This design comes from an exercise in tuning for small area and a short achievable clock period on the open sky130 flow, not from production work. Only simulation tests tie the RTL to the original design; equivalence was not proved. Power figures rest on the tool's default switching activity, not on a simulated workload.

// kcpsm3
module kcpsm3(
  output [9:0]  address,
  input  [17:0] instruction,
  output [7:0]  port_id,
  output        write_strobe,
  output [7:0]  out_port,
  output        read_strobe,
  input  [7:0]  in_port,
  input         interrupt,
  output        interrupt_ack,
  input         reset,
  input         clk);
make LEC_CHECK=0 ABC_CLOCK_PERIOD_IN_PS=2600 CAP_MARGIN=20 CORE_MARGIN=2 CORE_UTILIZATION=55 SETUP_SLACK_MARGIN=4.4 SLEW_MARGIN=20 finish   # period 7.0 ns
run.sh (not shown) runs the stock make flow with config.mk's settings and CLKGATE_MAP_FILE= SYNTH_SCRIPT=/design/flow/synth_recipe.tcl, a recipe that flattens the netlist after the stock synthesis.
Change:
--- a/flow/config.mk
+++ b/flow/config.mk
@@ -6,8 +6,6 @@
 export NUM_CORES = 4
 export LEC_CHECK = 0
-export ABC_CLOCK_PERIOD_IN_PS = 2600
 export CAP_MARGIN = 20
 export CORE_MARGIN = 2
-export CORE_UTILIZATION = 55
-export SETUP_SLACK_MARGIN = 4.4
+export CORE_UTILIZATION = 40
 export SLEW_MARGIN = 20
The changed run ran to the end with no violations.
Worst setup slack is worse by 0.91 ns.
Sequential share of layout area rises by 8.7 points.
Global-route usage fell by 14 points.
Non-clock buffer count drops by 351.
Utilization went down by 28 points.
Clock-buffer cell count shrinks by 4.

---

Setup of run 1:
kcpsm3, a different RTL version from the one above (not shown whole).
Size: ~1000 flip-flops, roughly 58 I/O pins, ~0.041 mm2 of cells after synthesis.
export LEC_CHECK = 0
export CAP_MARGIN = 20
export CORE_MARGIN = 2
export CORE_UTILIZATION = 55
export CTS_BUF_LIST = sky130_fd_sc_hd__clkbuf_8
export CTS_CLUSTER_DIAMETER = 100
export CTS_CLUSTER_SIZE = 14
export SETUP_SLACK_MARGIN = 4.4
export SLEW_MARGIN = 20
export TNS_END_PERCENT = 100
create_clock -name core_clock -period 7.0 [get_ports {clk}]
standard.sh (not shown) runs the stock make flow with config.mk's settings and CLKGATE_MAP_FILE= SYNTH_SCRIPT=/design/flow/synth_recipe.tcl, a recipe that flattens the netlist after the stock synthesis.
==> flow/flow/run.sh <==
#!/bin/bash
# Own layout flow: the standard flow (standard.sh, unchanged synthesis), with the
# port buffers made of a faster buffer cell and gate sizing not limited to cells of the
# same footprint. Everything else, including the constraints, is the standard flow's.
set -euo pipefail
bash standard.sh \
  MATCH_CELL_FOOTPRINT=0 \
  "BUFFER_PORTS_ARGS=-buffer_cell sky130_fd_sc_hd__buf_4" \
  finish > standard_flow.log 2>&1
Run 1 completed every stage of the flow, and the final layout passed the timing, design-rule and antenna checks.
What run 2 does differently from run 1 at the input level:
# run 1
export LEC_CHECK = 0
export CAP_MARGIN = 20
export CORE_MARGIN = 2
export CORE_UTILIZATION = 55
export CTS_BUF_LIST = sky130_fd_sc_hd__clkbuf_8
export CTS_CLUSTER_DIAMETER = 100
export CTS_CLUSTER_SIZE = 14
export SETUP_SLACK_MARGIN = 4.4
export SLEW_MARGIN = 20
export TNS_END_PERCENT = 100
create_clock -name core_clock -period 7.0 [get_ports {clk}]
# run 2
export LEC_CHECK = 0
export CAP_MARGIN = 20
export CORE_MARGIN = 2
export CORE_UTILIZATION = 62
export CTS_CLUSTER_DIAMETER = 100
export CTS_CLUSTER_SIZE = 22
export SETUP_SLACK_MARGIN = 4.4
export SLEW_MARGIN = 20
export TNS_END_PERCENT = 100
create_clock -name core_clock -period 7.0 [get_ports {clk}]
Notes after the runs:
Run 2 — share of the core filled with cells 8.5 points higher, run 1 as reference. Diff run 1 -> run 2: total power rose by 2.8%, post-route clock period utilization increased by 0.56 points relative to the old numbers. When run 2 is set beside run 1, its endpoint required time on the critical path turns out to be 0.07 ns smaller. Higher critical path depth goes to run 2 over run 1. Min depth of the CTS H-tree across run 1 and run 2: run 2. Changes observed in run 2 relative to run 1: relative area change from synthesis to final layout rose by 0.58 points; worst setup slack fell by 0.039 ns; area of all placed cells without fillers rose by about 0.5%.
Relative to run 2, the following input files were edited for run 3:
# run 2
export LEC_CHECK = 0
export CAP_MARGIN = 20
export CORE_MARGIN = 2
export CORE_UTILIZATION = 62
export CTS_CLUSTER_DIAMETER = 100
export CTS_CLUSTER_SIZE = 22
export SETUP_SLACK_MARGIN = 4.4
export SLEW_MARGIN = 20
export TNS_END_PERCENT = 100
create_clock -name core_clock -period 7.0 [get_ports {clk}]
# run 3
export LEC_CHECK = 0
export CAP_MARGIN = 20
export CORE_MARGIN = 2
export CORE_UTILIZATION = 55
export CTS_CLUSTER_DIAMETER = 60
export CTS_CLUSTER_SIZE = 30
export SETUP_SLACK_MARGIN = 4.4
export SLEW_MARGIN = 20
export TNS_END_PERCENT = 100
create_clock -name core_clock -period 7.0 [get_ports {clk}]
Results
Of the two values seen for cell with the biggest individual delay on the critical path, a222oi_1 was produced by run 3 and a22oi_1 by run 2. Going from run 2 to run 3, count of cell instances traversed by the critical path shows a reduction of 4, design area shows an increase of 1.6%, post-route clock period utilization shows an increase of 0.26 points.
Edits applied to the flow inputs when going from run 3 to run 4:
# run 3
export LEC_CHECK = 0
export CAP_MARGIN = 20
export CORE_MARGIN = 2
export CORE_UTILIZATION = 55
export CTS_CLUSTER_DIAMETER = 60
export CTS_CLUSTER_SIZE = 30
export SETUP_SLACK_MARGIN = 4.4
export SLEW_MARGIN = 20
export TNS_END_PERCENT = 100
create_clock -name core_clock -period 7.0 [get_ports {clk}]
# run 4
export LEC_CHECK = 0
export CAP_MARGIN = 20
export CORE_MARGIN = 2
export CORE_UTILIZATION = 55
export CTS_BUF_LIST = sky130_fd_sc_hd__clkbuf_8 sky130_fd_sc_hd__clkbuf_16
export CTS_CLUSTER_DIAMETER = 100
export CTS_CLUSTER_SIZE = 22
export SETUP_SLACK_MARGIN = 4.4
export SLEW_MARGIN = 20
export TNS_END_PERCENT = 100
create_clock -name core_clock -period 7.0 [get_ports {clk}]
==> comparison <==
Comparing run 3 and run 4, the higher shortest period the worst path allows was measured on run 3. Run 4 against run 3: global-route track usage on met3 now sits lower, sequential share of layout area now sits higher, worst setup slack now sits higher, internal power now sits lower, final hold slack now sits at about the same level. Via count across run 3 and run 4: no real change. In the final reports, the cell area of run 4 is smaller than that of run 3.

## what the ideal ports hide
The results above use ideal ports. As a check the final layouts listed here were re-extracted and re-timed, cells and wires unchanged. Step 1 assumes that a clkbuf_16 drives the clock port and a buf_2 every other input. Step 2 times the ports against the registers' clock, not the clock port: input delays grow and output delays shrink by t, the midpoint of the rising clock arrivals with the driver on. Slacks: ideal ports / drivers / drivers and shift; pairs: ideal ports / drivers.
run	t (ns)	setup slack, ns	hold WS [ns]	worst setup path at the end	worst data-port slew with drivers (ns)
the first run of note 1	0.742	3.122 / 3.122 / 2.402	0.421 / 0.421 / 0.421	input to register	0.16
the second run of note 1	0.736	2.215 / 2.253 / 1.518	0.401 / 0.401 / 0.401	input to register	0.04
run 1	0.768	4.305 / 4.305 / 3.659	0.426 / 0.426 / 0.426	input to register	0.19
run 2	0.717	4.266 / 4.262 / 3.545	0.420 / 0.420 / 0.420	input to register	0.20
run 3	0.695	4.247 / 4.247 / 3.663	0.431 / 0.431 / 0.431	input to register	0.18
run 4	0.711	4.302 / 4.302 / 3.657	0.428 / 0.428 / 0.428	input to register	0.19
After both steps setup and hold are still met in every run listed. The setup slack of run 2, which loses most, moves by -0.004 ns with the drivers and by -0.721 ns with both steps.
